Background: an optimization exercise with open tools, aiming at small area and a short achievable clock period. Do not read the settings as production practice. At most, simulation tests tie the RTL to the original design; equivalence was not proved. For run 1, only the layout was checked, not whether the RTL still works.

[design/flow/design.v]
module fa(input wire a, input wire b, input wire c, output wire s, output wire co);
	assign s  = a ^ b ^ c;
	assign co = (a & b) | (c & (a ^ b));
endmodule
module ha(input wire a, input wire b, output wire s, output wire co);
	assign s  = a ^ b;
	assign co = a & b;
endmodule
module pe(
	input  wire [7:0] a,
	input  wire [7:0] nb,
	output wire [7:0] x,
	output wire       co
	);
	wire [8:1] c;
	wire [7:0] d;
	ha h0(.a(a[0]), .b(nb[0]), .s(d[0]), .co(c[1]));
	genvar i;
	generate for (i = 1; i < 8; i = i + 1) begin : rc
		fa f(.a(a[i]), .b(nb[i]), .c(c[i]), .s(d[i]), .co(c[i+1]));
	end endgenerate
	assign co = c[8];
	assign x  = d ^ {8{~co}};
endmodule
module array(
	input  wire [7:0] x0,
	input  wire [7:0] x1,
	input  wire [7:0] x2,
	input  wire [7:0] x3,
	input  wire [7:0] x4,
	input  wire [7:0] x5,
	input  wire [7:0] x6,
	input  wire [7:0] x7,
	input  wire [7:0] x8,
	input  wire [7:0] x9,
	input  wire [7:0] x10,
	input  wire [7:0] x11,
	input  wire [7:0] x12,
	input  wire [7:0] x13,
	input  wire [7:0] x14,
	input  wire [7:0] x15,
	input  wire [15:0] co,
	output wire [22:0] cs
	);
	wire t1, t2;
	fa ft1(.a(co[0]), .b(co[1]), .c(co[2]), .s(t1), .co(t2));
	wire t3, t4;
	fa ft3(.a(co[3]), .b(co[4]), .c(co[5]), .s(t3), .co(t4));
	wire t5, t6;
	fa ft5(.a(co[6]), .b(co[7]), .c(co[8]), .s(t5), .co(t6));
	wire t7, t8;
	fa ft7(.a(co[9]), .b(co[10]), .c(co[11]), .s(t7), .co(t8));
	wire t9, t10;
	fa ft9(.a(co[12]), .b(co[13]), .c(co[14]), .s(t9), .co(t10));
	wire t11, t12;
	fa ft11(.a(co[15]), .b(x0[0]), .c(x1[0]), .s(t11), .co(t12));
	wire t13, t14;
	ha ht13(.a(x2[0]), .b(x3[0]), .s(t13), .co(t14));
	wire t15, t16;
	fa ft15(.a(x0[1]), .b(x1[1]), .c(x2[1]), .s(t15), .co(t16));
	wire t17, t18;
	fa ft17(.a(x3[1]), .b(x4[1]), .c(x5[1]), .s(t17), .co(t18));
	wire t19, t20;
	fa ft19(.a(x4[0]), .b(x5[0]), .c(x6[0]), .s(t19), .co(t20));
	wire t21, t22;
	fa ft21(.a(x7[0]), .b(x8[0]), .c(x9[0]), .s(t21), .co(t22));
	wire t23, t24;
	fa ft23(.a(x10[0]), .b(x11[0]), .c(x12[0]), .s(t23), .co(t24));
	wire t25, t26;
	fa ft25(.a(x6[1]), .b(x7[1]), .c(x8[1]), .s(t25), .co(t26));
	wire t27, t28;
	fa ft27(.a(x9[1]), .b(x10[1]), .c(x11[1]), .s(t27), .co(t28));
	wire t29, t30;
	fa ft29(.a(x12[1]), .b(x13[1]), .c(x14[1]), .s(t29), .co(t30));
	wire t31, t32;
	fa ft31(.a(x15[1]), .b(t6), .c(t8), .s(t31), .co(t32));
	wire t33, t34;
	ha ht33(.a(t10), .b(t2), .s(t33), .co(t34));
	wire t35, t36;
	fa ft35(.a(x0[2]), .b(x1[2]), .c(x2[2]), .s(t35), .co(t36));
	wire t37, t38;
	fa ft37(.a(x3[2]), .b(x4[2]), .c(x5[2]), .s(t37), .co(t38));
	wire t39, t40;
	fa ft39(.a(x6[2]), .b(x7[2]), .c(x8[2]), .s(t39), .co(t40));
	wire t41, t42;
	fa ft41(.a(x9[2]), .b(x10[2]), .c(x11[2]), .s(t41), .co(t42));
	wire t43, t44;
	fa ft43(.a(x12[2]), .b(x13[2]), .c(x14[2]), .s(t43), .co(t44));
	wire t45, t46;
	fa ft45(.a(x0[3]), .b(x1[3]), .c(x2[3]), .s(t45), .co(t46));
	wire t47, t48;
	fa ft47(.a(x3[3]), .b(x4[3]), .c(x5[3]), .s(t47), .co(t48));
	wire t49, t50;
	fa ft49(.a(x6[3]), .b(x7[3]), .c(x8[3]), .s(t49), .co(t50));
	wire t51, t52;
	fa ft51(.a(x9[3]), .b(x10[3]), .c(x11[3]), .s(t51), .co(t52));
	wire t53, t54;
	fa ft53(.a(x0[4]), .b(x1[4]), .c(x2[4]), .s(t53), .co(t54));
	wire t55, t56;
	fa ft55(.a(x3[4]), .b(x4[4]), .c(x5[4]), .s(t55), .co(t56));
	wire t57, t58;
	fa ft57(.a(x6[4]), .b(x7[4]), .c(x8[4]), .s(t57), .co(t58));
	wire t59, t60;
	ha ht59(.a(x9[4]), .b(x10[4]), .s(t59), .co(t60));
	wire t61, t62;
	fa ft61(.a(x0[5]), .b(x1[5]), .c(x2[5]), .s(t61), .co(t62));
	wire t63, t64;
	fa ft63(.a(x3[5]), .b(x4[5]), .c(x5[5]), .s(t63), .co(t64));
	wire t65, t66;
	fa ft65(.a(x6[5]), .b(x7[5]), .c(x8[5]), .s(t65), .co(t66));
	wire t67, t68;
	ha ht67(.a(x9[5]), .b(x10[5]), .s(t67), .co(t68));
	wire t69, t70;
	fa ft69(.a(x0[6]), .b(x1[6]), .c(x2[6]), .s(t69), .co(t70));
	wire t71, t72;
	fa ft71(.a(x3[6]), .b(x4[6]), .c(x5[6]), .s(t71), .co(t72));
	wire t73, t74;
	fa ft73(.a(x6[6]), .b(x7[6]), .c(x8[6]), .s(t73), .co(t74));
	wire t75, t76;
	ha ht75(.a(x9[6]), .b(x10[6]), .s(t75), .co(t76));
	wire t77, t78;
	fa ft77(.a(x0[7]), .b(x1[7]), .c(x2[7]), .s(t77), .co(t78));
	wire t79, t80;
	fa ft79(.a(x3[7]), .b(x4[7]), .c(x5[7]), .s(t79), .co(t80));
	wire t81, t82;
	fa ft81(.a(x6[7]), .b(x7[7]), .c(x8[7]), .s(t81), .co(t82));
	wire t83, t84;
	ha ht83(.a(x9[7]), .b(x10[7]), .s(t83), .co(t84));
	wire t85, t86;
	fa ft85(.a(x13[0]), .b(x14[0]), .c(x15[0]), .s(t85), .co(t86));
	wire t87, t88;
	fa ft87(.a(t5), .b(t7), .c(t9), .s(t87), .co(t88));
	wire t89, t90;
	fa ft89(.a(t4), .b(t14), .c(t33), .s(t89), .co(t90));
	wire t91, t92;
	fa ft91(.a(t20), .b(t22), .c(t24), .s(t91), .co(t92));
	wire t93, t94;
	fa ft93(.a(t12), .b(t25), .c(t27), .s(t93), .co(t94));
	wire t95, t96;
	fa ft95(.a(x15[2]), .b(t34), .c(t26), .s(t95), .co(t96));
	wire t97, t98;
	fa ft97(.a(t28), .b(t30), .c(t16), .s(t97), .co(t98));
	wire t99, t100;
	fa ft99(.a(t18), .b(t35), .c(t37), .s(t99), .co(t100));
	wire t101, t102;
	ha ht101(.a(t39), .b(t41), .s(t101), .co(t102));
	wire t103, t104;
	fa ft103(.a(x12[3]), .b(x13[3]), .c(x14[3]), .s(t103), .co(t104));
	wire t105, t106;
	fa ft105(.a(x15[3]), .b(t36), .c(t38), .s(t105), .co(t106));
	wire t107, t108;
	fa ft107(.a(t40), .b(t42), .c(t44), .s(t107), .co(t108));
	wire t109, t110;
	fa ft109(.a(t45), .b(t47), .c(t49), .s(t109), .co(t110));
	wire t111, t112;
	fa ft111(.a(x11[4]), .b(x12[4]), .c(x13[4]), .s(t111), .co(t112));
	wire t113, t114;
	fa ft113(.a(x14[4]), .b(x15[4]), .c(t59), .s(t113), .co(t114));
	wire t115, t116;
	fa ft115(.a(t46), .b(t48), .c(t50), .s(t115), .co(t116));
	wire t117, t118;
	fa ft117(.a(t52), .b(t53), .c(t55), .s(t117), .co(t118));
	wire t119, t120;
	fa ft119(.a(x11[5]), .b(x12[5]), .c(x13[5]), .s(t119), .co(t120));
	wire t121, t122;
	fa ft121(.a(x14[5]), .b(x15[5]), .c(t60), .s(t121), .co(t122));
	wire t123, t124;
	fa ft123(.a(t67), .b(t54), .c(t56), .s(t123), .co(t124));
	wire t125, t126;
	fa ft125(.a(t58), .b(t61), .c(t63), .s(t125), .co(t126));
	wire t127, t128;
	fa ft127(.a(x11[6]), .b(x12[6]), .c(x13[6]), .s(t127), .co(t128));
	wire t129, t130;
	fa ft129(.a(x14[6]), .b(x15[6]), .c(t68), .s(t129), .co(t130));
	wire t131, t132;
	fa ft131(.a(t75), .b(t62), .c(t64), .s(t131), .co(t132));
	wire t133, t134;
	fa ft133(.a(t66), .b(t69), .c(t71), .s(t133), .co(t134));
	wire t135, t136;
	fa ft135(.a(x11[7]), .b(x12[7]), .c(x13[7]), .s(t135), .co(t136));
	wire t137, t138;
	fa ft137(.a(x14[7]), .b(x15[7]), .c(t76), .s(t137), .co(t138));
	wire t139, t140;
	fa ft139(.a(t83), .b(t70), .c(t72), .s(t139), .co(t140));
	wire t141, t142;
	fa ft141(.a(t74), .b(t77), .c(t79), .s(t141), .co(t142));
	wire t143, t144;
	fa ft143(.a(t1), .b(t3), .c(t13), .s(t143), .co(t144));
	wire t145, t146;
	ha ht145(.a(t85), .b(t19), .s(t145), .co(t146));
	wire t147, t148;
	fa ft147(.a(t86), .b(t29), .c(t15), .s(t147), .co(t148));
	wire t149, t150;
	fa ft149(.a(t17), .b(t88), .c(t31), .s(t149), .co(t150));
	wire t151, t152;
	ha ht151(.a(t89), .b(t91), .s(t151), .co(t152));
	wire t153, t154;
	fa ft153(.a(t43), .b(t32), .c(t101), .s(t153), .co(t154));
	wire t155, t156;
	fa ft155(.a(t90), .b(t92), .c(t94), .s(t155), .co(t156));
	wire t157, t158;
	fa ft157(.a(t95), .b(t97), .c(t99), .s(t157), .co(t158));
	wire t159, t160;
	fa ft159(.a(t103), .b(t51), .c(t102), .s(t159), .co(t160));
	wire t161, t162;
	fa ft161(.a(t96), .b(t98), .c(t100), .s(t161), .co(t162));
	wire t163, t164;
	fa ft163(.a(t105), .b(t107), .c(t109), .s(t163), .co(t164));
	wire t165, t166;
	fa ft165(.a(t104), .b(t111), .c(t57), .s(t165), .co(t166));
	wire t167, t168;
	fa ft167(.a(t113), .b(t106), .c(t108), .s(t167), .co(t168));
	wire t169, t170;
	fa ft169(.a(t110), .b(t115), .c(t117), .s(t169), .co(t170));
	wire t171, t172;
	fa ft171(.a(t112), .b(t119), .c(t65), .s(t171), .co(t172));
	wire t173, t174;
	fa ft173(.a(t114), .b(t121), .c(t116), .s(t173), .co(t174));
	wire t175, t176;
	fa ft175(.a(t118), .b(t123), .c(t125), .s(t175), .co(t176));
	wire t177, t178;
	fa ft177(.a(t120), .b(t127), .c(t73), .s(t177), .co(t178));
	wire t179, t180;
	fa ft179(.a(t122), .b(t129), .c(t124), .s(t179), .co(t180));
	wire t181, t182;
	fa ft181(.a(t126), .b(t131), .c(t133), .s(t181), .co(t182));
	wire t183, t184;
	fa ft183(.a(t128), .b(t135), .c(t81), .s(t183), .co(t184));
	wire t185, t186;
	fa ft185(.a(t130), .b(t137), .c(t132), .s(t185), .co(t186));
	wire t187, t188;
	fa ft187(.a(t134), .b(t139), .c(t141), .s(t187), .co(t188));
	wire t189, t190;
	fa ft189(.a(t84), .b(t136), .c(t78), .s(t189), .co(t190));
	wire t191, t192;
	fa ft191(.a(t80), .b(t82), .c(t138), .s(t191), .co(t192));
	wire t193, t194;
	ha ht193(.a(t140), .b(t142), .s(t193), .co(t194));
	wire t195, t196;
	fa ft195(.a(t21), .b(t23), .c(t11), .s(t195), .co(t196));
	wire t197, t198;
	fa ft197(.a(t144), .b(t146), .c(t147), .s(t197), .co(t198));
	wire t199, t200;
	ha ht199(.a(t93), .b(t149), .s(t199), .co(t200));
	wire t201, t202;
	fa ft201(.a(t148), .b(t150), .c(t152), .s(t201), .co(t202));
	wire t203, t204;
	fa ft203(.a(t153), .b(t155), .c(t157), .s(t203), .co(t204));
	wire t205, t206;
	fa ft205(.a(t154), .b(t159), .c(t156), .s(t205), .co(t206));
	wire t207, t208;
	fa ft207(.a(t158), .b(t161), .c(t163), .s(t207), .co(t208));
	wire t209, t210;
	fa ft209(.a(t165), .b(t160), .c(t162), .s(t209), .co(t210));
	wire t211, t212;
	fa ft211(.a(t167), .b(t164), .c(t169), .s(t211), .co(t212));
	wire t213, t214;
	fa ft213(.a(t166), .b(t171), .c(t168), .s(t213), .co(t214));
	wire t215, t216;
	fa ft215(.a(t173), .b(t170), .c(t175), .s(t215), .co(t216));
	wire t217, t218;
	fa ft217(.a(t172), .b(t177), .c(t174), .s(t217), .co(t218));
	wire t219, t220;
	fa ft219(.a(t179), .b(t176), .c(t181), .s(t219), .co(t220));
	wire t221, t222;
	fa ft221(.a(t178), .b(t183), .c(t180), .s(t221), .co(t222));
	wire t223, t224;
	fa ft223(.a(t185), .b(t182), .c(t187), .s(t223), .co(t224));
	wire t225, t226;
	fa ft225(.a(t184), .b(t189), .c(t191), .s(t225), .co(t226));
	wire t227, t228;
	fa ft227(.a(t193), .b(t186), .c(t188), .s(t227), .co(t228));
	wire t229, t230;
	ha ht229(.a(t190), .b(t192), .s(t229), .co(t230));
	wire t231, t232;
	ha ht231(.a(t87), .b(t143), .s(t231), .co(t232));
	wire t233, t234;
	fa ft233(.a(t196), .b(t151), .c(t199), .s(t233), .co(t234));
	wire t235, t236;
	fa ft235(.a(t200), .b(t198), .c(t201), .s(t235), .co(t236));
	wire t237, t238;
	fa ft237(.a(t202), .b(t205), .c(t204), .s(t237), .co(t238));
	wire t239, t240;
	fa ft239(.a(t206), .b(t209), .c(t208), .s(t239), .co(t240));
	wire t241, t242;
	fa ft241(.a(t210), .b(t213), .c(t212), .s(t241), .co(t242));
	wire t243, t244;
	fa ft243(.a(t214), .b(t217), .c(t216), .s(t243), .co(t244));
	wire t245, t246;
	fa ft245(.a(t218), .b(t221), .c(t220), .s(t245), .co(t246));
	wire t247, t248;
	fa ft247(.a(t225), .b(t222), .c(t224), .s(t247), .co(t248));
	wire t249, t250;
	fa ft249(.a(t194), .b(t229), .c(t226), .s(t249), .co(t250));
	wire t251, t252;
	ha ht251(.a(t145), .b(t195), .s(t251), .co(t252));
	wire t253, t254;
	fa ft253(.a(t232), .b(t197), .c(t233), .s(t253), .co(t254));
	wire t255, t256;
	fa ft255(.a(t234), .b(t203), .c(t235), .s(t255), .co(t256));
	wire t257, t258;
	fa ft257(.a(t207), .b(t236), .c(t237), .s(t257), .co(t258));
	wire t259, t260;
	fa ft259(.a(t211), .b(t238), .c(t239), .s(t259), .co(t260));
	wire t261, t262;
	fa ft261(.a(t215), .b(t240), .c(t241), .s(t261), .co(t262));
	wire t263, t264;
	fa ft263(.a(t219), .b(t242), .c(t243), .s(t263), .co(t264));
	wire t265, t266;
	fa ft265(.a(t223), .b(t244), .c(t245), .s(t265), .co(t266));
	wire t267, t268;
	fa ft267(.a(t227), .b(t246), .c(t247), .s(t267), .co(t268));
	wire t269, t270;
	fa ft269(.a(t228), .b(t249), .c(t248), .s(t269), .co(t270));
	wire t271, t272;
	ha ht271(.a(t230), .b(t250), .s(t271), .co(t272));
	assign cs = {t272, t270, t271, t269, t268, t267, t266, t265, t264, t263, t262, t261, t260, t259, t258, t257, t256, t255, t254, t253, t252, t251, t231};
endmodule
module cpa(
	input  wire [22:0] cs,
	output wire [11:0] y
	);
	wire [11:0] a = {cs[22], cs[20], cs[18], cs[16], cs[14], cs[12], cs[10], cs[8], cs[6], cs[4], cs[2], cs[0]};
	wire [11:0] b = {1'b0, cs[21], cs[19], cs[17], cs[15], cs[13], cs[11], cs[9], cs[7], cs[5], cs[3], cs[1]};
	assign y = a + b;
endmodule
module comparator(
	input  wire [191:0] sad,
	output reg  [11:0] row_min,
	output reg  [3:0] row_idx
	);
	integer b, k;
	reg [15:0] alive, z;
	always @(*) begin
		alive = 16'hffff;
		for (b = 11; b >= 0; b = b - 1) begin
			for (k = 0; k < 16; k = k + 1)
				z[k] = alive[k] & ~sad[12*k + b];
			row_min[b] = ~|z;
			if (|z) alive = z;
		end
		row_idx = 4'd15;
		for (k = 15; k >= 0; k = k - 1)
			if (alive[k]) row_idx = k;
	end
endmodule
module ctl(
	input  wire rst,
	input  wire [4:0]  cnt,
	input  wire [8:0]  a2x,
	input  wire [8:0]  a2y,
	input  wire [8:0]  a1x,
	input  wire [10:0] a1y,
	output reg  [4:0]  cnt_n,
	output reg  [8:0]  a2x_n,
	output reg  [8:0]  a2y_n,
	output reg  [8:0]  a1x_n,
	output reg  [10:0] a1y_n,
	output wire rd1_n,
	output wire rd2_n
	);
	wire last = (cnt == 5'd19);
	always @(*) begin
		cnt_n = cnt;
		a2x_n = a2x;
		a2y_n = a2y;
		a1x_n = a1x;
		a1y_n = a1y;
		if (rst) begin
			cnt_n = 0;
			a2x_n = 0;
			a2y_n = 0;
		end else if (last) begin
			cnt_n = 0;
			if (a2x == 9'd479) begin
				a2x_n = 0;
				a2y_n = a2y + 1'b1;
			end else begin
				a2x_n = a2x + 1'b1;
			end
		end else begin
			cnt_n = cnt + 1'b1;
		end
		if (rst) begin
			a1x_n = 0;
			a1y_n = 0;
		end else if (cnt == 5'd0) begin
			a1x_n = a2x;
			a1y_n = {a2y, 2'b00};
		end else if (!last) begin
			a1y_n = a1y + 1'b1;
		end
	end
	assign rd1_n = !rst & !last;
	assign rd2_n = !rst & last;
endmodule
module me(
	input wire clk,
	input wire rst,
	input wire [7:0]data_in0,
	input wire [7:0]data_in1,
	input wire [7:0]data_in2,
	input wire [7:0]data_in3,
	input wire [7:0]data_in4,
	input wire [7:0]data_in5,
	input wire [7:0]data_in6,
	input wire [7:0]data_in7,
	input wire [7:0]data_in8,
	input wire [7:0]data_in9,
	input wire [7:0]data_in10,
	input wire [7:0]data_in11,
	input wire [7:0]data_in12,
	input wire [7:0]data_in13,
	input wire [7:0]data_in14,
	input wire [7:0]data_in15,
	input wire [7:0]data_in16,
	input wire [7:0]data_in17,
	input wire [7:0]data_in18,
	input wire [7:0]data_ref00,
	input wire [7:0]data_ref01,
	input wire [7:0]data_ref02,
	input wire [7:0]data_ref03,
	input wire [7:0]data_ref10,
	input wire [7:0]data_ref11,
	input wire [7:0]data_ref12,
	input wire [7:0]data_ref13,
	input wire [7:0]data_ref20,
	input wire [7:0]data_ref21,
	input wire [7:0]data_ref22,
	input wire [7:0]data_ref23,
	input wire [7:0]data_ref30,
	input wire [7:0]data_ref31,
	input wire [7:0]data_ref32,
	input wire [7:0]data_ref33,
	output wire rd1,
	output wire rd2,
	output wire [10:0]	addr1_0,
	output wire [10:0]	addr1_1,
	output wire [10:0]	addr2_0,
	output wire [10:0]	addr2_1,
	output wire [3:0]	mvx,
	output wire [3:0]	mvy,
	output wire [11:0]	min
	);
	wire [7:0] row_in [0:18];
	wire [7:0] ref_in [0:15];
	assign row_in[0] = data_in0;
	assign row_in[1] = data_in1;
	assign row_in[2] = data_in2;
	assign row_in[3] = data_in3;
	assign row_in[4] = data_in4;
	assign row_in[5] = data_in5;
	assign row_in[6] = data_in6;
	assign row_in[7] = data_in7;
	assign row_in[8] = data_in8;
	assign row_in[9] = data_in9;
	assign row_in[10] = data_in10;
	assign row_in[11] = data_in11;
	assign row_in[12] = data_in12;
	assign row_in[13] = data_in13;
	assign row_in[14] = data_in14;
	assign row_in[15] = data_in15;
	assign row_in[16] = data_in16;
	assign row_in[17] = data_in17;
	assign row_in[18] = data_in18;
	assign ref_in[0] = data_ref00;
	assign ref_in[1] = data_ref01;
	assign ref_in[2] = data_ref02;
	assign ref_in[3] = data_ref03;
	assign ref_in[4] = data_ref10;
	assign ref_in[5] = data_ref11;
	assign ref_in[6] = data_ref12;
	assign ref_in[7] = data_ref13;
	assign ref_in[8] = data_ref20;
	assign ref_in[9] = data_ref21;
	assign ref_in[10] = data_ref22;
	assign ref_in[11] = data_ref23;
	assign ref_in[12] = data_ref30;
	assign ref_in[13] = data_ref31;
	assign ref_in[14] = data_ref32;
	assign ref_in[15] = data_ref33;
	wire [7:0] nref [0:15];
	generate for (genvar q = 0; q < 16; q = q + 1) begin : nr
		assign nref[q] = ~ref_in[q];
	end endgenerate
	reg [7:0] re0 [0:18];
	reg [7:0] re1 [0:18];
	reg [7:0] re2 [0:18];
	reg [7:0] re3 [0:18];
	integer k;
	always @(posedge clk) begin
		for (k = 0; k < 19; k = k + 1) begin
			re0[k] <= row_in[k];
			re1[k] <= re0[k];
			re2[k] <= re1[k];
			re3[k] <= re2[k];
		end
	end
	reg [4:0] cnt;
	reg [8:0] a2x, a2y, a1x;
	reg [10:0] a1y;
	reg rd1_q, rd2_q;
	wire [4:0] cnt_n;
	wire [8:0] a2x_n, a2y_n, a1x_n;
	wire [10:0] a1y_n;
	wire rd1_n, rd2_n;
	ctl ctl1(.rst(rst), .cnt(cnt), .a2x(a2x), .a2y(a2y), .a1x(a1x), .a1y(a1y),
		.cnt_n(cnt_n), .a2x_n(a2x_n), .a2y_n(a2y_n), .a1x_n(a1x_n), .a1y_n(a1y_n),
		.rd1_n(rd1_n), .rd2_n(rd2_n));
	always @(posedge clk) begin
		cnt <= cnt_n;
		a2x <= a2x_n;
		a2y <= a2y_n;
		a1x <= a1x_n;
		a1y <= a1y_n;
		rd1_q <= rd1_n;
		rd2_q <= rd2_n;
	end
	assign rd1 = rd1_q;
	assign rd2 = rd2_q;
	assign addr2_0 = {a2x, 2'b00};
	assign addr2_1 = {a2y, 2'b00};
	assign addr1_0 = {a1x, 2'b00};
	assign addr1_1 = a1y;
	wire [7:0] w [0:3][0:18];
	genvar x, i, j;
	generate for (j = 0; j < 19; j = j + 1) begin : wr
		assign w[0][j] = re3[j];
		assign w[1][j] = re2[j];
		assign w[2][j] = re1[j];
		assign w[3][j] = re0[j];
	end endgenerate
	reg  [22:0] cs_r [0:15];
	wire [191:0] sad;
	generate for (x = 0; x < 16; x = x + 1) begin : cand
		wire [7:0] xd [0:15];
		wire [15:0] co;
		for (i = 0; i < 4; i = i + 1) begin : pr
			for (j = 0; j < 4; j = j + 1) begin : pc
				pe pe0(.a(w[i][x+j]), .nb(nref[4*i+j]), .x(xd[4*i+j]), .co(co[4*i+j]));
			end
		end
		wire [22:0] cs;
		array sum(.x0(xd[0]), .x1(xd[1]), .x2(xd[2]), .x3(xd[3]), .x4(xd[4]), .x5(xd[5]), .x6(xd[6]), .x7(xd[7]), .x8(xd[8]), .x9(xd[9]), .x10(xd[10]), .x11(xd[11]), .x12(xd[12]), .x13(xd[13]), .x14(xd[14]), .x15(xd[15]),
			.co(co), .cs(cs));
		always @(posedge clk) cs_r[x] <= cs;
		cpa add(.cs(cs_r[x]), .y(sad[12*x +: 12]));
	end endgenerate
	wire [11:0] row_min;
	wire [3:0] row_idx;
	comparator cmp(.sad(sad), .row_min(row_min), .row_idx(row_idx));
	reg [11:0] m_r;
	reg [3:0] x_r, y_r;
	reg vld, first;
	reg [11:0] min_q;
	reg [3:0] mvx_q, mvy_q;
	wire take = vld & (first | (m_r < min_q));
	assign min = take ? m_r : min_q;
	assign mvx = take ? x_r : mvx_q;
	assign mvy = take ? y_r : mvy_q;
	always @(posedge clk) begin
		m_r <= row_min;
		x_r <= row_idx;
		y_r <= cnt[3:0] - 4'd4;
		first <= (cnt == 5'd4);
		if (rst) begin
			vld <= 1'b0;
			min_q <= 0;
			mvx_q <= 0;
			mvy_q <= 0;
		end else begin
			vld <= (cnt >= 5'd4);
			min_q <= min;
			mvx_q <= mvx;
			mvy_q <= mvy;
		end
	end
endmodule
[design/flow/run.sh]
#!/bin/bash
# synth_recipe.tcl (not shown) runs the flow's synth.tcl, then flattens the netlist and writes it again
# the make line also repeats each setting of config.mk as NAME=value (left out here)
make -C /OpenROAD-flow-scripts/flow DESIGN_CONFIG=/design/flow/config.mk WORK_HOME=/design/flow/orfs CLKGATE_MAP_FILE= SYNTH_SCRIPT=/design/flow/synth_recipe.tcl finish
[design/flow/config.mk]
export PLATFORM = sky130hd
export DESIGN_NAME = me
export DESIGN_NICKNAME = me
export VERILOG_FILES = /design/flow/design.v
export SDC_FILE = /design/flow/constraint.sdc
export NUM_CORES = 4
export LEC_CHECK = 0
export CAP_MARGIN = 20
export CORE_MARGIN = 2
export CORE_UTILIZATION = 40
export CTS_BUF_LIST = sky130_fd_sc_hd__clkbuf_4 sky130_fd_sc_hd__clkbuf_8
export SLEW_MARGIN = 20
export SYNTH_HIERARCHICAL = 1
[design/flow/constraint.sdc]
create_clock -name core_clock -period 40.0 [get_ports {clk}]
set_input_delay 8.0000 -clock core_clock [delete_from_list [all_inputs] [get_ports {clk}]]
set_output_delay 8.0000 -clock core_clock [all_outputs]
set_load 0.01 [all_outputs]
==> results_dict.tcl, run 1 <==
set metrics [dict create \
    cts_buffers 217 \
    initial_core_util_pct 40.13 \
    cp_top_family "compound AO/OA/AOI/OAI gates" \
    fin_nets 14740 \
    ys_warn_count 19 \
    finalWirelength_um 692200 \
    die_h_um 595.4 \
    drv_slew 0 \
    ys_async_sr_fraction_pct 0 \
    yosysMostFrequentCell "fa_1" \
    cts-root-buf "clkbuf_8" \
    synth_top_area_share_pct 53.58 \
    syn-mean-instance-area_um2 14.05 \
    tightest_slew_ns 1.272 \
    slowest_stage "or4_2" \
    finClkSkew_ns 0.1394 \
    crit_top_cell "nor4_1" \
    crit_type "reg2reg" \
    cts_tree "yes" \
    grt.total_usage_pct 39.33 \
    synth_edf_count 0 \
    clock_sinks 1063 \
    yosys-top-cells-count "3744 x fa_1, 2155 x xnor2_1, 1063 x dfxtp_1, 689 x ha_1, 384 x buf_4" \
    cts_resized 0 \
    antenna_found_initial 58 \
    seqCellArea_um2 21280 \
    firstDrtPassIters 7 \
    clk_pin_slew_worst_paths_ns 0.07 \
    dpl.hpwl_um 550100 \
    drc 0 \
    grt_pass1_vias 97620 \
    port_buffers 341 \
    synth_flop_cell "dfxtp_1" \
    cp_num_buf_inv 3 \
    syn_area_um2 139900 \
    die_w_um 595.4 \
    place.gp.congestion 1.069 \
    timing.fmax_ghz 0.05098 \
    syn_inst 9955 \
    setup_violations 0 \
    drive_gt1_share_pct 8.239 \
    multiInputGateArea_um2 112100 \
    cts_max_path_buffers 4 \
    wl_per_cell_um 46.61 \
    status "complete, no violations" \
    ctsHtreeMaxLevel 4 \
    overflow 0 \
    syn2layout_area_growth_pct 7.139 \
    endpoint_kind "flop" \
    holdCritPathClass "reg2reg" \
    tns_ns 0 \
    synth_seq_cells 1063 \
    grt_first_pass_wirelength_um 904600 \
    cp.arrival_ns 20.66 \
    hold_viol 0 \
    synth_area_leaders "fa_1 54%, dfxtp_1 15%, xnor2_1 13%" \
    finalCritPeriodShare_pct 49.04 \
    crit_path_start_kind "flop" \
    drv_cap 0 \
    cp_max_fo 38 \
    holdBufCountCts 0 \
    slowest_delay_ns 1.11 \
    vias 89590 \
    ys_types 90 \
    clock_latency_ns 1.18 \
    core_um2 348600 \
    nFillCells 31910 \
    dieArea_um2 354500 \
    drt_iter0_drc 11700 \
    vias_per_cell 6.033 \
    ant_nets 0 \
    synth_top_area_cell "fa_1" \
    io_pins 348 \
    maxSlewHeadroom_pct 14.81 \
    yosysSeqAreaShare_pct 15.21 \
    rsz0062_at_grt "false" \
    std_cell_rows 217 \
    grt_max_degree 88 \
    whs_ns 0.3591 \
    period_needed_ns 19.62 \
    post-cts-setup-buffers 0 \
    required_ns 41.04 \
]
==> sequential cells by signal, summed over array words and instances (netlist names), 5 cells and up <==
signal  cells
cs_r      368
a2x         9
a1x         9
a2y         9
a1y        11
cnt         5
min_q      12
re1       152
m_r        12
re2       152
re3       152
re0       152
==> modules after synthesis (local to each module, per instance) <==
module      flops+latches  times used  cells inside
comparator              0           1           676
array                   0          16            23
pe                      0         256             9
fa                      0        3728             1
ha                      0         496             1
ctl                     0           1           189
cpa                     0          16            54
me                   1063           1          1330
==> final timing paths <==
path                              to  cells past startpoint  slack [ns]               start
setup / recovery      x_r[0]$_DFF_P_                     44       20.38  cs_r[7][9]$_DFF_P_
hold / removal    re2[18][0]$_DFF_P_                      0        0.36  re1[18][0]$_DFF_P_
setup reg to reg      x_r[0]$_DFF_P_                     44       20.38  cs_r[7][9]$_DFF_P_
hold reg to reg   re2[18][0]$_DFF_P_                      0        0.36  re1[18][0]$_DFF_P_
==> stage by stage <==
stage | cells | setup WS (ns) | util, % | instance area, um^2
2_1_floorplan | 9960 | 25.48 | - | 139900
4_1_cts | 14790 | 20.67 | 42.95 | 149700
5_1_grt | 14800 | 20.03 | 42.96 | 149800
3_5_place_dp | 14410 | 20.71 | 41.54 | 144800
3_3_place_gp | 14410 | 19.64 | 41.53 | 144800
6_report | 14850 | 20.38 | 42.99 | 149900
==> layout make-up <==
| cell class | count | area share [%] |
|---|---|---|
| Clock buffer | 293 | 2.553 |
| Antenna cell | 55 | 0.09183 |
| Clock inverter | 93 | 0.7154 |
| Timing Repair Buffer | 532 | 3.233 |
| Tap cell | 4599 | 3.839 |
| Sequential cell | 1063 | 14.20 |
| Multi-Input combinational cell | 8001 | 74.78 |
| Inverter | 213 | 0.5860 |
==> cells by family after synthesis <==
group           count (synthesis)  synth area share, %
fa+ha+maj                    4433                59.74
compound gates                720                3.782
xor+xnor                     2223                13.92
mux                            43               0.3256
buf+inv                       896                4.878
flops                        1063                15.21
simple gates                  576                2.142
other cells                     1             0.002681
==> routing by layer <==
metal | vias up | track usage (%) | wire length [um]
met2 | 7369 | 55.44 | 286100
met4 | 17 | 33.30 | 72020
met1 | 48130 | 46.47 | 244800
met5 | - | 0.6220 | 293
li1 | 31740 | - | -
met3 | 2327 | 16.21 | 88970
==> placed cells by master, fill, tap and decap left out, types with 44 or more instances in the layout <==
master and n:
a21o_1 70, nand2_1 144, o21ai_0 65, clkinv_2 101, clkbuf_8 260, diode_2 55, buf_4 190, nand2b_1 73
clkdlybuf4s50_1 340, ha_1 689, fa_1 3744, xor2_1 57, xnor2_1 2132, nor2_1 103, dfxtp_1 1063, a21oi_1 182
nor3_1 44, nand3_1 63, inv_2 58, inv_1 91
==> run 2, diff against run 1 <==
--- a/design/flow/design.v
+++ b/design/flow/design.v
@@ -41,5 +41,6 @@
 	input  wire [7:0] x15,
 	input  wire [15:0] co,
-	output wire [22:0] cs
+	output wire [11:0] s,
+	output wire [11:0] c
 	);
 	wire t1, t2;
@@ -315,12 +316,12 @@
 	wire t271, t272;
 	ha ht271(.a(t230), .b(t250), .s(t271), .co(t272));
-	assign cs = {t272, t270, t271, t269, t268, t267, t266, t265, t264, t263, t262, t261, t260, t259, t258, t257, t256, t255, t254, t253, t252, t251, t231};
+	assign s = {t272, t271, t268, t266, t264, t262, t260, t258, t256, t254, t252, t231};
+	assign c = {1'b0, t270, t269, t267, t265, t263, t261, t259, t257, t255, t253, t251};
 endmodule
 module cpa(
-	input  wire [22:0] cs,
+	input  wire [11:0] a,
+	input  wire [11:0] b,
 	output wire [11:0] y
 	);
-	wire [11:0] a = {cs[22], cs[20], cs[18], cs[16], cs[14], cs[12], cs[10], cs[8], cs[6], cs[4], cs[2], cs[0]};
-	wire [11:0] b = {1'b0, cs[21], cs[19], cs[17], cs[15], cs[13], cs[11], cs[9], cs[7], cs[5], cs[3], cs[1]};
 	assign y = a + b;
 endmodule
@@ -531,5 +532,6 @@
 		assign w[3][j] = re0[j];
 	end endgenerate
-	reg  [22:0] cs_r [0:15];
+	reg  [11:0] sad_s [0:15];
+	reg  [11:0] sad_c [0:15];
 	wire [191:0] sad;
 	generate for (x = 0; x < 16; x = x + 1) begin : cand
@@ -541,9 +543,12 @@
 			end
 		end
-		wire [22:0] cs;
+		wire [11:0] s, c;
 		array sum(.x0(xd[0]), .x1(xd[1]), .x2(xd[2]), .x3(xd[3]), .x4(xd[4]), .x5(xd[5]), .x6(xd[6]), .x7(xd[7]), .x8(xd[8]), .x9(xd[9]), .x10(xd[10]), .x11(xd[11]), .x12(xd[12]), .x13(xd[13]), .x14(xd[14]), .x15(xd[15]),
-			.co(co), .cs(cs));
-		always @(posedge clk) cs_r[x] <= cs;
-		cpa add(.cs(cs_r[x]), .y(sad[12*x +: 12]));
+			.co(co), .s(s), .c(c));
+		always @(posedge clk) begin
+			sad_s[x] <= s;
+			sad_c[x] <= c;
+		end
+		cpa add(.a(sad_s[x]), .b(sad_c[x]), .y(sad[12*x +: 12]));
 	end endgenerate
 	wire [11:0] row_min;
--- a/design/flow/config.mk
+++ b/design/flow/config.mk
@@ -9,5 +9,4 @@
 export CORE_MARGIN = 2
 export CORE_UTILIZATION = 40
-export CTS_BUF_LIST = sky130_fd_sc_hd__clkbuf_4 sky130_fd_sc_hd__clkbuf_8
 export SLEW_MARGIN = 20
 export SYNTH_HIERARCHICAL = 1
==> results_dict.tcl, run 2 <==
set metrics [dict create \
    status "complete, no violations" \
    yosysSeqAreaShare_pct 15.33 \
    io_pins 348 \
    clock_sinks 1079 \
    holdBufCountCts 0 \
    place.gp.congestion 1.079 \
    maxSlewHeadroom_pct 10.12 \
    hp-start "re1[18][1]$_DFF_P_" \
    syn2layout_area_growth_pct 7.132 \
    synth_top_area_share_pct 53.20 \
    syn_area_um2 140900 \
    dpl.hpwl_um 553300 \
    drv_cap 0 \
    vias_per_cell 6.046 \
    crit_type "reg2reg" \
    grt_first_pass_wirelength_um 907900 \
    r2r_start "sad_s[5][3]$_DFF_P_" \
    dieArea_um2 357000 \
    worstRegToRegCells 46 \
    cts_buffers 146 \
    regToRegEndpoint "x_r[0]$_DFF_P_" \
    tightest_slew_ns 1.342 \
    vias 89940 \
    grt_max_degree 88 \
    crit_path_start_kind "flop" \
    grt.total_usage_pct 39.12 \
    tns_ns 0 \
    clock_latency_ns 0.95 \
    yosysMostFrequentCell "fa_1" \
    finalWirelength_um 691600 \
    grt_pass1_vias 97420 \
    nFillCells 31660 \
    firstDrtPassIters 5 \
    final_common_cell "fa_1" \
    min_to "re2[18][1]$_DFF_P_" \
    endpoint_kind "flop" \
    required_ns 40.83 \
    finClkSkew_ns 0.06391 \
    fin_area_um2 150900 \
    synth_edf_count 0 \
    cp.arrival_ns 19.98 \
    std_cell_rows 217 \
    drive_gt1_share_pct 6.453 \
    cts-root-buf "clkbuf_16" \
    drt_iter0_drc 11300 \
    cp_top_family "compound AO/OA/AOI/OAI gates" \
    antenna_found_initial 57 \
    cp_max_fo 38 \
    r2r_slack_ns 20.85 \
    synth_flop_cell "dfxtp_1" \
    syn_inst 10150 \
    hold_depth 0 \
    initial_core_util_pct 40.26 \
    synth_top_area_cell "fa_1" \
    finalCritPeriodShare_pct 47.87 \
    fin_nets 14830 \
    ys_async_sr_fraction_pct 0 \
    ys_warn_count 21 \
    cp_num_buf_inv 5 \
    syn-mean-instance-area_um2 13.89 \
    die_w_um 597.5 \
    cts_max_path_buffers 4 \
    fin_util_pct 43.13 \
    wl_per_cell_um 46.49 \
    slowest_delay_ns 1.09 \
    core_um2 350000 \
    post-cts-setup-buffers 0 \
    clk_pin_slew_worst_paths_ns 0.07 \
    period_needed_ns 19.15 \
    drc 0 \
    cts_resized 0 \
    largestRegisters "sad_c (192), sad_s (192)" \
    holdCritPathClass "reg2reg" \
    overflow 0 \
    layout_common_cells "3744 x fa_1, 2142 x xnor2_1, 1079 x dfxtp_1" \
    die_h_um 597.5 \
    rsz0062_at_grt "false" \
    whs_ns 0.3702 \
    cts_tree "yes" \
    ctsHtreeMaxLevel 4 \
    ant_nets 0 \
    synth_area_leaders "fa_1 53%, dfxtp_1 15%, xnor2_1 13%" \
    drv_slew 0 \
    synth_seq_cells 1079 \
    placement.cell_area_um2 145700 \
    port_buffers 341 \
    setup_violations 0 \
    yosys-top-cells-count "3744 x fa_1, 2171 x xnor2_1, 1079 x dfxtp_1, 689 x ha_1, 400 x buf_4" \
    ys_types 92 \
    timing.fmax_ghz 0.05222 \
    hold_viol 0 \
    slowest_stage "or4_2" \
]
## run 2: cell types whose count changed after synthesis, moves of 32 or more
cell / change
inv_1: +64
nand3_1: +48
nor2_1: +48
o21a_1: +32
## run 2: Yosys stat by module, one instance, submodules excluded
module / cells / flip-flops and latches / times used
me: 1346 / 1079 / 1
comparator: 676 / 0 / 1
ctl: 189 / 0 / 1
cpa: 63 / 0 / 16
array: 25 / 0 / 16
pe: 9 / 0 / 256
fa: 1 / 0 / 3728
ha: 1 / 0 / 496
## run 2: metrics by stage
step,instances,setup slack [ns]
2_1_floorplan,10150,25.48
5_1_grt,14830,20.41
3_3_place_gp,14570,19.99
3_5_place_dp,14570,20.96
6_report,14880,20.85
4_1_cts,14830,20.88
## run 2: worst max path at each step
stage / from / to / slack (ns) / cells past startpoint
6_report: sad_s[5][3]$_DFF_P_ / x_r[0]$_DFF_P_ / 20.85 / 46
5_1_grt: sad_s[5][3]$_DFF_P_ / x_r[0]$_DFF_P_ / 20.41 / 46
4_1_cts: sad_s[5][3]$_DFF_P_ / x_r[0]$_DFF_P_ / 20.88 / 46
3_5_place_dp: sad_s[5][3]$_DFF_P_ / x_r[0]$_DFF_P_ / 20.96 / 46
3_3_place_gp: sad_s[5][3]$_DFF_P_ / x_r[0]$_DFF_P_ / 19.99 / 45
2_1_floorplan: data_ref01[1] / sad_c[0][4]$_DFF_P_ / 25.48 / 17
## run 2: logic make-up after synthesis
family                     Yosys count  synth area share, %
muxes                               43               0.3232
and+or+nand+nor                    656                2.383
xor gates and xnor gates          2223                13.82
adders and majority gates         4433                59.32
DFF                               1079                15.33
other                               17              0.04529
AOI/OAI and AO/OA                  704                3.642
buffers and inverters              992                5.142
## run 2: worst reg2reg max path, delay by kind of cell (launching register included)
kind / cells / cell delay (ns)
adders and majority gates: 1 / 0.36
and+or+nand+nor: 16 / 6.86
buffers and inverters: 5 / 1.57
DFF: 1 / 0.31
xor gates and xnor gates: 1 / 0.47
AOI/OAI and AO/OA: 23 / 9.53
## run 2: metal layers
metal / track usage, % / routed length (um) / vias up
li1: - / - / 31960
met1: 47.51 / 249600 / 48620
met2: 54.60 / 284700 / 7179
met3: 16.13 / 90000 / 2160
met4: 30.99 / 66910 / 22
met5: 0.5409 / 379 / -
## run 2: layout make-up
class                           count  area [um^2]  share of cell area, %
Antenna cell                       49        122.6                0.08123
Clock buffer                      178         3965                  2.627
Clock inverter                     80         1139                 0.7543
Inverter                          277         1110                 0.7352
Multi-Input combinational cell   8081       112400                  74.45
Sequential cell                  1079        21600                  14.31
Tap cell                         4599         5754                  3.812
Timing Repair Buffer              533         4867                  3.224
==> run 3, diff against run 2 <==
--- a/design/flow/design.v
+++ b/design/flow/design.v
@@ -41,6 +41,5 @@
 	input  wire [7:0] x15,
 	input  wire [15:0] co,
-	output wire [11:0] s,
-	output wire [11:0] c
+	output wire [22:0] cs
 	);
 	wire t1, t2;
@@ -316,32 +315,72 @@
 	wire t271, t272;
 	ha ht271(.a(t230), .b(t250), .s(t271), .co(t272));
-	assign s = {t272, t271, t268, t266, t264, t262, t260, t258, t256, t254, t252, t231};
-	assign c = {1'b0, t270, t269, t267, t265, t263, t261, t259, t257, t255, t253, t251};
+	assign cs = {t272, t270, t271, t269, t268, t267, t266, t265, t264, t263, t262, t261, t260, t259, t258, t257, t256, t255, t254, t253, t252, t251, t231};
 endmodule
 module cpa(
+	input  wire [22:0] cs,
+	output wire [11:0] y
+	);
+	wire [11:0] a = {cs[22], cs[20], cs[18], cs[16], cs[14], cs[12], cs[10], cs[8], cs[6], cs[4], cs[2], cs[0]};
+	wire [11:0] b = {1'b0, cs[21], cs[19], cs[17], cs[15], cs[13], cs[11], cs[9], cs[7], cs[5], cs[3], cs[1]};
+	wire [12:1] c;
+	ha h0(.a(a[0]), .b(b[0]), .s(y[0]), .co(c[1]));
+	genvar i;
+	generate for (i = 1; i < 12; i = i + 1) begin : rc
+		fa f(.a(a[i]), .b(b[i]), .c(c[i]), .s(y[i]), .co(c[i+1]));
+	end endgenerate
+endmodule
+module ltr(
 	input  wire [11:0] a,
 	input  wire [11:0] b,
-	output wire [11:0] y
+	output wire lt
 	);
-	assign y = a + b;
+	wire [12:0] l;
+	assign l[0] = 1'b0;
+	genvar i;
+	generate for (i = 0; i < 12; i = i + 1) begin : rc
+		assign l[i+1] = (a[i] & ~b[i]) | (l[i] & (a[i] | ~b[i]));
+	end endgenerate
+	assign lt = l[12];
 endmodule
 module comparator(
 	input  wire [191:0] sad,
-	output reg  [11:0] row_min,
-	output reg  [3:0] row_idx
+	output reg  [11:0] ma,
+	output reg  [11:0] mb,
+	output reg  [2:0] ia,
+	output reg  [2:0] ib
 	);
-	integer b, k;
-	reg [15:0] alive, z;
+	integer i;
+	wire [7:0] l1;
+	genvar g;
+	generate for (g = 0; g < 8; g = g + 1) begin : r1
+		ltr c(.a(sad[12*(2*g) +: 12]), .b(sad[12*(2*g+1) +: 12]), .lt(l1[g]));
+	end endgenerate
+	reg [11:0] m1 [0:7];
+	reg [11:0] m2 [0:3];
+	reg [11:0] m3 [0:1];
+	reg [0:0] i1 [0:7];
+	reg [1:0] i2 [0:3];
+	reg [2:0] i3 [0:1];
 	always @(*) begin
-		alive = 16'hffff;
-		for (b = 11; b >= 0; b = b - 1) begin
-			for (k = 0; k < 16; k = k + 1)
-				z[k] = alive[k] & ~sad[12*k + b];
-			row_min[b] = ~|z;
-			if (|z) alive = z;
+		for (i = 0; i < 8; i = i + 1) begin
+			m1[i] = l1[i] ? sad[12*(2*i+1) +: 12] : sad[12*(2*i) +: 12];
+			i1[i] = l1[i];
 		end
-		row_idx = 4'd15;
-		for (k = 15; k >= 0; k = k - 1)
-			if (alive[k]) row_idx = k;
+		for (i = 0; i < 4; i = i + 1) begin
+			if (m1[2*i+1] < m1[2*i]) begin
+				m2[i] = m1[2*i+1]; i2[i] = {1'b1, i1[2*i+1]};
+			end else begin
+				m2[i] = m1[2*i]; i2[i] = {1'b0, i1[2*i]};
+			end
+		end
+		for (i = 0; i < 2; i = i + 1) begin
+			if (m2[2*i+1] < m2[2*i]) begin
+				m3[i] = m2[2*i+1]; i3[i] = {1'b1, i2[2*i+1]};
+			end else begin
+				m3[i] = m2[2*i]; i3[i] = {1'b0, i2[2*i]};
+			end
+		end
+		ma = m3[0]; ia = i3[0];
+		mb = m3[1]; ib = i3[1];
 	end
 endmodule
@@ -481,8 +520,4 @@
 	assign ref_in[14] = data_ref32;
 	assign ref_in[15] = data_ref33;
-	wire [7:0] nref [0:15];
-	generate for (genvar q = 0; q < 16; q = q + 1) begin : nr
-		assign nref[q] = ~ref_in[q];
-	end endgenerate
 	reg [7:0] re0 [0:18];
 	reg [7:0] re1 [0:18];
@@ -492,5 +527,5 @@
 	always @(posedge clk) begin
 		for (k = 0; k < 19; k = k + 1) begin
-			re0[k] <= row_in[k];
+			re0[k] <= ~row_in[k];
 			re1[k] <= re0[k];
 			re2[k] <= re1[k];
@@ -532,6 +567,5 @@
 		assign w[3][j] = re0[j];
 	end endgenerate
-	reg  [11:0] sad_s [0:15];
-	reg  [11:0] sad_c [0:15];
+	reg  [22:0] cs_r [0:15];
 	wire [191:0] sad;
 	generate for (x = 0; x < 16; x = x + 1) begin : cand
@@ -540,21 +574,22 @@
 		for (i = 0; i < 4; i = i + 1) begin : pr
 			for (j = 0; j < 4; j = j + 1) begin : pc
-				pe pe0(.a(w[i][x+j]), .nb(nref[4*i+j]), .x(xd[4*i+j]), .co(co[4*i+j]));
+				pe pe0(.a(ref_in[4*i+j]), .nb(w[i][x+j]), .x(xd[4*i+j]), .co(co[4*i+j]));
 			end
 		end
-		wire [11:0] s, c;
+		wire [22:0] cs;
 		array sum(.x0(xd[0]), .x1(xd[1]), .x2(xd[2]), .x3(xd[3]), .x4(xd[4]), .x5(xd[5]), .x6(xd[6]), .x7(xd[7]), .x8(xd[8]), .x9(xd[9]), .x10(xd[10]), .x11(xd[11]), .x12(xd[12]), .x13(xd[13]), .x14(xd[14]), .x15(xd[15]),
-			.co(co), .s(s), .c(c));
-		always @(posedge clk) begin
-			sad_s[x] <= s;
-			sad_c[x] <= c;
-		end
-		cpa add(.a(sad_s[x]), .b(sad_c[x]), .y(sad[12*x +: 12]));
+			.co(co), .cs(cs));
+		always @(posedge clk) cs_r[x] <= cs;
+		cpa add(.cs(cs_r[x]), .y(sad[12*x +: 12]));
 	end endgenerate
-	wire [11:0] row_min;
-	wire [3:0] row_idx;
-	comparator cmp(.sad(sad), .row_min(row_min), .row_idx(row_idx));
-	reg [11:0] m_r;
-	reg [3:0] x_r, y_r;
+	wire [11:0] ma, mb;
+	wire [2:0] ia, ib;
+	comparator cmp(.sad(sad), .ma(ma), .mb(mb), .ia(ia), .ib(ib));
+	reg [11:0] ma_r, mb_r;
+	reg [2:0] ia_r, ib_r;
+	wire selb = mb_r < ma_r;
+	wire [11:0] m_r = selb ? mb_r : ma_r;
+	wire [3:0] x_r = {selb, selb ? ib_r : ia_r};
+	reg [3:0] y_r;
 	reg vld, first;
 	reg [11:0] min_q;
@@ -565,6 +600,8 @@
 	assign mvy = take ? y_r : mvy_q;
 	always @(posedge clk) begin
-		m_r <= row_min;
-		x_r <= row_idx;
+		ma_r <= ma;
+		mb_r <= mb;
+		ia_r <= ia;
+		ib_r <= ib;
 		y_r <= cnt[3:0] - 4'd4;
 		first <= (cnt == 5'd4);
--- a/design/flow/config.mk
+++ b/design/flow/config.mk
@@ -8,5 +8,5 @@
 export CAP_MARGIN = 20
 export CORE_MARGIN = 2
-export CORE_UTILIZATION = 40
+export CORE_UTILIZATION = 65
 export SLEW_MARGIN = 20
 export SYNTH_HIERARCHICAL = 1
==> results_dict.tcl, run 3 <==
set metrics [dict create \
    nFillCells 14650 \
    regToRegEndpoint "mb_r[7]$_DFF_P_" \
    regMostFlops "cs_r" \
    timing.fmax_ghz 0.06683 \
    clock_sinks 1077 \
    clk_pin_slew_worst_paths_ns 0.06 \
    cts_buffers 135 \
    syn_area_um2 138000 \
    tns_ns 0 \
    holdBufCountCts 0 \
    die_h_um 464.8 \
    synth_area_leaders "fa_1 57%, dfxtp_1 16%, xnor2_1 13%" \
    std_cell_rows 169 \
    grt_first_pass_wirelength_um 804100 \
    cts_tree "yes" \
    crit_type "in2reg" \
    yosysMostFrequentCell "fa_1" \
    dieArea_um2 216000 \
    placement.cell_area_um2 140000 \
    setup_slack_ns 25.04 \
    synth_flop_cell "dfxtp_1" \
    cts_max_path_buffers 3 \
    min_to "re3[18][0]$_DFF_P_" \
    layout_common_cells "3904 x fa_1, 2060 x xnor2_1, 1077 x dfxtp_1" \
    r2r_start "cs_r[14][0]$_DFF_P_" \
    fin_cells 12500 \
    post-cts-setup-buffers 0 \
    worstRegToRegCells 32 \
    drc 0 \
    port_buffers 341 \
    io_pins 348 \
    wl_per_cell_um 48.45 \
    r2r_slack_ns 27.67 \
    syn-mean-instance-area_um2 14.65 \
    cp_max_fo 12 \
    place_ws_ns 24.30 \
    dpl.hpwl_um 454600 \
    ys_async_sr_fraction_pct 0 \
    synth_edf_count 0 \
    status "complete, no violations" \
    seqCellArea_um2 21560 \
    setup_violations 0 \
    drt_iter0_drc 12450 \
    overflow 0 \
    finalCritPeriodShare_pct 37.41 \
    endpoint_kind "flop" \
    antenna_found_initial 63 \
    drv_slew 0 \
    drv_cap 0 \
    syn2layout_area_growth_pct 5.279 \
    hp-start "re2[18][0]$_DFF_P_" \
    holdCritPathClass "reg2reg" \
    maxSlewHeadroom_pct 7.318 \
    hold_viol 0 \
    clock_latency_ns 0.88 \
    yosysSeqAreaShare_pct 15.62 \
    grt_max_degree 46 \
    syn_inst 9420 \
    finClkSkew_ns 0.05166 \
    synth_top_area_cell "fa_1" \
    cts-root-buf "clkbuf_16" \
    grt.total_usage_pct 57.71 \
    core_um2 211700 \
    ctsHtreeMaxLevel 4 \
    placed_cells 12100 \
    synth_seq_cells 1077 \
    vias_per_cell 7.025 \
    period_needed_ns 14.96 \
    drive_gt1_share_pct 6.772 \
    finalWirelength_um 605300 \
    tightest_slew_ns 1.376 \
    crit_path_start_kind "input port" \
    fin_nets 14210 \
    hold_depth 0 \
    grt_pass1_vias 94220 \
    firstDrtPassIters 8 \
    fin_area_um2 145300 \
    cts_resized 0 \
    multiInputGateArea_um2 109500 \
    largest_reg_flops 368 \
    required_ns 40.75 \
    synth_top_area_share_pct 56.63 \
    cp.arrival_ns 15.71 \
    initial_core_util_pct 65.20 \
    final_common_cell "fa_1" \
    ant_nets 0 \
    ys_warn_count 25 \
    yosys-top-cells-count "3904 x fa_1, 2060 x xnor2_1, 1077 x dfxtp_1, 606 x ha_1, 376 x buf_4" \
    vias 87780 \
    place.gp.congestion 1.106 \
    rsz0062_at_grt "false" \
    die_w_um 464.8 \
    ys_types 71 \
]
==> run 3: changes by cell type after synthesis, moves of 61 or more <==
cell,delta
a21oi_1,-107
nor2_1,-89
mux2_2,+61
ha_1,-83
fa_1,+160
nand3_1,-105
xnor2_1,-111
mux2i_1,+68
==> run 3: final cells by class <==
| type | count | share of cell area, % |
|---|---|---|
| diodes | 150 | 0.2583 |
| clock buffers | 178 | 2.595 |
| clock inverters | 69 | 0.8103 |
| inverters | 304 | 0.7853 |
| multi-input cells | 7367 | 75.33 |
| flip-flops and latches | 1077 | 14.84 |
| well taps | 2821 | 2.429 |
| repair buffers | 529 | 2.949 |
==> run 3: per-layer routing <==
layer | wire (um) | GRT usage, %
met5 | 2075 | 6.684
met4 | 72490 | 51.48
met3 | 109700 | 38.35
met2 | 235700 | 74.01
met1 | 185300 | 63.74
==> run 3: worst max-delay path by stage <==
stage,slack (ns),cells after the start,endpoint,startpoint
after floorplan,25.80,17,cs_r[10][9]$_DFF_P_,data_ref01[0]
after global placement,24.32,17,cs_r[8][17]$_DFF_P_,data_ref00[0]
after detailed placement,24.30,17,cs_r[8][17]$_DFF_P_,data_ref00[0]
after CTS,25.18,17,cs_r[8][17]$_DFF_P_,data_ref00[0]
after global routing,25.00,17,cs_r[0][13]$_DFF_P_,data_ref03[0]
final,25.04,16,cs_r[14][17]$_DFF_P_,data_ref33[0]
==> run 3: critical path: stages <==
cell and delay, ns:
buf_2 0.50, buf_4 0.46, ha_1 0.26, fa_1 0.38
fa_1 0.39, fa_1 0.41, fa_1 0.39, fa_1 0.40
fa_1 0.40, fa_1 0.71, xnor2_1 0.85, fa_1 0.61
fa_1 0.52, fa_1 0.47, fa_1 0.51, fa_1 0.40
==> run 3: per-stage QoR <==
step | hold WS, ns | util (%)
5_1_grt | 0.3787 | 68.57
3_5_place_dp | 0.3651 | 66.12
2_1_floorplan | 0.3345 | -
6_report | 0.3677 | 68.65
3_3_place_gp | 0.3633 | 66.10
4_1_cts | 0.3662 | 68.46
==> run 3: cell families after synthesis <==
group	count (synthesis)	share of synthesized area, %
buffers and inverters	981	5.117
adders and majority gates	4526	62.25
xor gates and xnor gates	2065	13.10
other	17	0.04623
and+or+nand+nor	282	1.003
DFF	1077	15.62
muxes	158	1.212
AOI/OAI and AO/OA	314	1.651
==> run 3: per-module statistics from Yosys (local to each module, per instance) <==
module      cells  flops+latches  copies in the design  area, um^2
fa              1              0                  3904       20.02
pe              9              0                   256       81.33
ltr            31              0                     8       190.2
ctl           187              0                     1        1112
comparator    456              0                     1        3585
cpa             1              0                    16       3.754
ha              1              0                   512       12.51
array          23              0                    16       172.7
me           1425           1077                     1       23590
==> run 4, diff against run 3 <==
--- a/design/flow/design.v
+++ b/design/flow/design.v
@@ -41,5 +41,5 @@
 	input  wire [7:0] x15,
 	input  wire [15:0] co,
-	output wire [22:0] cs
+	output wire [31:0] cs
 	);
 	wire t1, t2;
@@ -293,34 +293,34 @@
 	wire t249, t250;
 	fa ft249(.a(t194), .b(t229), .c(t226), .s(t249), .co(t250));
+	assign cs = {t250, t230, t248, t249, t228, t247, t246, t227, t245, t244, t223, t243, t242, t219, t241, t240, t215, t239, t238, t211, t237, t236, t207, t235, t203, t234, t233, t197, t232, t231, t195, t145};
+endmodule
+module cpa(
+	input  wire [31:0] cs,
+	output wire [11:0] y
+	);
 	wire t251, t252;
-	ha ht251(.a(t145), .b(t195), .s(t251), .co(t252));
+	ha ht251(.a(cs[0]), .b(cs[1]), .s(t251), .co(t252));
 	wire t253, t254;
-	fa ft253(.a(t232), .b(t197), .c(t233), .s(t253), .co(t254));
+	fa ft253(.a(cs[3]), .b(cs[4]), .c(cs[5]), .s(t253), .co(t254));
 	wire t255, t256;
-	fa ft255(.a(t234), .b(t203), .c(t235), .s(t255), .co(t256));
+	fa ft255(.a(cs[6]), .b(cs[7]), .c(cs[8]), .s(t255), .co(t256));
 	wire t257, t258;
-	fa ft257(.a(t207), .b(t236), .c(t237), .s(t257), .co(t258));
+	fa ft257(.a(cs[9]), .b(cs[10]), .c(cs[11]), .s(t257), .co(t258));
 	wire t259, t260;
-	fa ft259(.a(t211), .b(t238), .c(t239), .s(t259), .co(t260));
+	fa ft259(.a(cs[12]), .b(cs[13]), .c(cs[14]), .s(t259), .co(t260));
 	wire t261, t262;
-	fa ft261(.a(t215), .b(t240), .c(t241), .s(t261), .co(t262));
+	fa ft261(.a(cs[15]), .b(cs[16]), .c(cs[17]), .s(t261), .co(t262));
 	wire t263, t264;
-	fa ft263(.a(t219), .b(t242), .c(t243), .s(t263), .co(t264));
+	fa ft263(.a(cs[18]), .b(cs[19]), .c(cs[20]), .s(t263), .co(t264));
 	wire t265, t266;
-	fa ft265(.a(t223), .b(t244), .c(t245), .s(t265), .co(t266));
+	fa ft265(.a(cs[21]), .b(cs[22]), .c(cs[23]), .s(t265), .co(t266));
 	wire t267, t268;
-	fa ft267(.a(t227), .b(t246), .c(t247), .s(t267), .co(t268));
+	fa ft267(.a(cs[24]), .b(cs[25]), .c(cs[26]), .s(t267), .co(t268));
 	wire t269, t270;
-	fa ft269(.a(t228), .b(t249), .c(t248), .s(t269), .co(t270));
+	fa ft269(.a(cs[27]), .b(cs[28]), .c(cs[29]), .s(t269), .co(t270));
 	wire t271, t272;
-	ha ht271(.a(t230), .b(t250), .s(t271), .co(t272));
-	assign cs = {t272, t270, t271, t269, t268, t267, t266, t265, t264, t263, t262, t261, t260, t259, t258, t257, t256, t255, t254, t253, t252, t251, t231};
-endmodule
-module cpa(
-	input  wire [22:0] cs,
-	output wire [11:0] y
-	);
-	wire [11:0] a = {cs[22], cs[20], cs[18], cs[16], cs[14], cs[12], cs[10], cs[8], cs[6], cs[4], cs[2], cs[0]};
-	wire [11:0] b = {1'b0, cs[21], cs[19], cs[17], cs[15], cs[13], cs[11], cs[9], cs[7], cs[5], cs[3], cs[1]};
+	ha ht271(.a(cs[30]), .b(cs[31]), .s(t271), .co(t272));
+	wire [11:0] a = {t272, t270, t268, t266, t264, t262, t260, t258, t256, t254, t252, t251};
+	wire [11:0] b = {1'b0, t271, t269, t267, t265, t263, t261, t259, t257, t255, t253, cs[2]};
 	wire [12:1] c;
 	ha h0(.a(a[0]), .b(b[0]), .s(y[0]), .co(c[1]));
@@ -567,5 +567,5 @@
 		assign w[3][j] = re0[j];
 	end endgenerate
-	reg  [22:0] cs_r [0:15];
+	reg  [31:0] cs_r [0:15];
 	wire [191:0] sad;
 	generate for (x = 0; x < 16; x = x + 1) begin : cand
@@ -577,5 +577,5 @@
 			end
 		end
-		wire [22:0] cs;
+		wire [31:0] cs;
 		array sum(.x0(xd[0]), .x1(xd[1]), .x2(xd[2]), .x3(xd[3]), .x4(xd[4]), .x5(xd[5]), .x6(xd[6]), .x7(xd[7]), .x8(xd[8]), .x9(xd[9]), .x10(xd[10]), .x11(xd[11]), .x12(xd[12]), .x13(xd[13]), .x14(xd[14]), .x15(xd[15]),
 			.co(co), .cs(cs));
@@ -595,5 +595,7 @@
 	reg [11:0] min_q;
 	reg [3:0] mvx_q, mvy_q;
-	wire take = vld & (first | (m_r < min_q));
+	wire lta = ma_r < min_q;
+	wire ltb = mb_r < min_q;
+	wire take = vld & (first | (selb ? ltb : lta));
 	assign min = take ? m_r : min_q;
 	assign mvx = take ? x_r : mvx_q;
--- a/design/flow/config.mk
+++ b/design/flow/config.mk
@@ -8,5 +8,5 @@
 export CAP_MARGIN = 20
 export CORE_MARGIN = 2
-export CORE_UTILIZATION = 65
+export CORE_UTILIZATION = 40
 export SLEW_MARGIN = 20
 export SYNTH_HIERARCHICAL = 1
==> results_dict.tcl, run 4 <==
set metrics [dict create \
    regMostFlops "cs_r" \
    finalCritPeriodShare_pct 35.29 \
    ys_async_sr_fraction_pct 0 \
    synth_fa_ha_area_share_pct 60.56 \
    crit_path_start "data_ref10[0]" \
    syn-mean-instance-area_um2 14.61 \
    port_buffers 341 \
    drv_slew 0 \
    clk_pin_slew_worst_paths_ns 0.06 \
    grt_max_degree 64 \
    drc 0 \
    synth_top_family_by_area "adder cells" \
    finalWirelength_um 606700 \
    rsz0062_at_grt "false" \
    grt_pass1_vias 91740 \
    required_ns 40.75 \
    std_cell_rows 218 \
    synth_area_leaders "fa_1 55%, dfxtp_1 17%, xnor2_1 13%" \
    largest_reg_flops 512 \
    r2r_slack_ns 26.46 \
    holdBufCountCts 0 \
    initial_core_util_pct 40.25 \
    antenna_found_initial 42 \
    cts_tree "yes" \
    holdCritPathClass "reg2reg" \
    tns_ns 0 \
    ys_types 70 \
    synth-simple-area-share_pct 1.033 \
    io_pins 348 \
    endpoint_kind "flop" \
    cts_buffers 163 \
    synth_top_area_share_pct 55.01 \
    crit_path_start_kind "input port" \
    synth_seq_cells 1221 \
    drv_cap 0 \
    syn_area_um2 142100 \
    maxSlewHeadroom_pct 19.00 \
    tightest_slew_ns 1.215 \
    r2r_start "cs_r[15][3]$_DFF_P_" \
    synth_top_area_cell "fa_1" \
    setup_violations 0 \
    cp.arrival_ns 14.87 \
    clock_latency_ns 0.95 \
    ant_nets 0 \
    layout_common_cells "3904 x fa_1, 2060 x xnor2_1, 1221 x dfxtp_1" \
    dpl.hpwl_um 481000 \
    hold_viol 0 \
    endpoint "cs_r[7][11]$_DFF_P_" \
    status "complete, no violations" \
    crit_type "in2reg" \
    firstDrtPassIters 9 \
    synth_flop_cell "dfxtp_1" \
    post-cts-setup-buffers 0 \
    cts_max_path_buffers 4 \
    grt_first_pass_wirelength_um 811100 \
    syn2layout_area_growth_pct 6.054 \
    die_w_um 600.0 \
    vias_per_cell 5.643 \
    wl_per_cell_um 42.02 \
    regToRegEndpoint "mb_r[5]$_DFF_P_" \
    die_h_um 600.0 \
    ys_warn_count 25 \
    worstRegToRegCells 33 \
    drt_iter0_drc 9422 \
]
run 4: worst min-delay path by stage:
stage / slack [ns] / cells past startpoint / endpoint / start
after detailed placement: 0.36 / 0 / re2[18][0]$_DFF_P_ / re1[18][0]$_DFF_P_
after global routing: 0.35 / 0 / re1[0][0]$_DFF_P_ / re0[0][0]$_DFF_P_
after CTS: 0.36 / 0 / re1[0][0]$_DFF_P_ / re0[0][0]$_DFF_P_
after floorplan: 0.33 / 0 / re1[0][0]$_DFF_P_ / re0[0][0]$_DFF_P_
after global placement: 0.35 / 0 / re3[18][0]$_DFF_P_ / re2[18][0]$_DFF_P_
final: 0.36 / 0 / re1[0][0]$_DFF_P_ / re0[0][0]$_DFF_P_
run 4: routing by layer:
metal	up-vias	routed length, um	GRT usage (%)
li1	29410	-	-
met1	45390	231300	44.52
met2	5282	266300	51.32
met3	1383	63570	9.924
met4	16	45280	21.09
met5	-	191	0.2406
run 4: cell type report:
| cell class | count | area (um^2) | share of cell area, % |
|---|---|---|---|
| Sequential cell | 1221 | 24440 | 16.22 |
| Tap cell | 4730 | 5918 | 3.928 |
| Clock inverter | 85 | 1162 | 0.7714 |
| Antenna cell | 28 | 70.07 | 0.04650 |
| Inverter | 299 | 1122 | 0.7448 |
| Clock buffer | 205 | 4491 | 2.980 |
| Multi-Input combinational cell | 7392 | 109600 | 72.75 |
| Timing Repair Buffer | 479 | 3852 | 2.557 |
run 4: per-stage QoR:
stage / hold slack (ns) / std cells / setup WS (ns) / cell area (um^2) / utilization, %
floorplan: 0.3345 / 9731 / 26.27 / 142100 / -
global placement: 0.3511 / 14120 / 25.14 / 144900 / 41.06
detailed placement: 0.3564 / 14120 / 25.08 / 144900 / 41.06
CTS: 0.3584 / 14410 / 26.06 / 150600 / 42.66
global route: 0.3510 / 14420 / 25.85 / 150600 / 42.68
finish: 0.3575 / 14440 / 25.88 / 150700 / 42.69
run 4: worst max-delay path, stage by stage:
cell	delay, ns
buf_2	0.46
ha_1	0.44
fa_1	0.39
fa_1	0.41
fa_1	0.41
fa_1	0.39
fa_1	0.39
fa_1	0.41
fa_1	0.61
xnor2_1	0.34
fa_1	0.47
fa_1	0.74
fa_1	0.51
fa_1	0.40
fa_1	0.43
run 4: cells by family after synthesis:
| family | after synthesis |
|---|---|
| AO/OA/AOI/OAI | 322 |
| XOR/XNOR | 2065 |
| adder cells (fa/ha/maj) | 4537 |
| buffers and inverters | 1118 |
| flip-flops | 1221 |
| multiplexers | 149 |
| other | 17 |
| AND/OR/NAND/NOR | 297 |
run 4: modules after synthesis, one instance, submodules excluded:
module / cells / flops+latches / area, um^2 / copies in the design
me: 1587 / 1221 / 26580 / 1
comparator: 456 / 0 / 3585 / 1
ctl: 187 / 0 / 1112 / 1
array: 32 / 0 / 240.2 / 16
ltr: 31 / 0 / 190.2 / 8
pe: 9 / 0 / 81.33 / 256
fa: 1 / 0 / 20.02 / 3904
ha: 1 / 0 / 12.51 / 512
cpa: 1 / 0 / 3.754 / 16

-- afterwards: timing with drivers on the ports --
The flow's constraints put no driver on any port. The routed layouts listed below were extracted and timed again, unchanged, in two steps. Step 1: set_driving_cell puts a clkbuf_16 on clk and a buf_2 on each other input, an assumption about the parent block. Step 2, shift: input delay + t, output delay - t, t = (earliest + latest rising clock arrival at the registers) / 2. This alone moves slack from input paths to output paths. a / b / c = ideal ports / drivers / drivers and shift; a / b = the first two.
| run | t (ns) | slack for setup (ns) | worst hold slack (ns) | slew at the worst register clock pin (ns) | worst slew at a driven data input, ns |
|---|---|---|---|---|---|
| run 1 | 1.211 | 20.383 / 20.383 / 20.383 | 0.359 / 0.359 / 0.359 | 0.09 / 0.09 | 0.09 |
| run 2 | 1.014 | 20.851 / 20.851 / 20.851 | 0.370 / 0.370 / 0.370 | 0.08 / 0.08 | 0.10 |
| run 3 | 0.962 | 25.036 / 25.118 / 24.157 | 0.368 / 0.368 / 0.368 | 0.08 / 0.08 | 0.09 |
| run 4 | 1.010 | 25.883 / 25.951 / 24.940 | 0.357 / 0.357 / 0.357 | 0.07 / 0.07 | 0.20 |
After both steps every run listed still meets setup and hold. The setup slack of run 4, which loses most, moves by +0.068 ns with the drivers and by -0.943 ns with both steps.
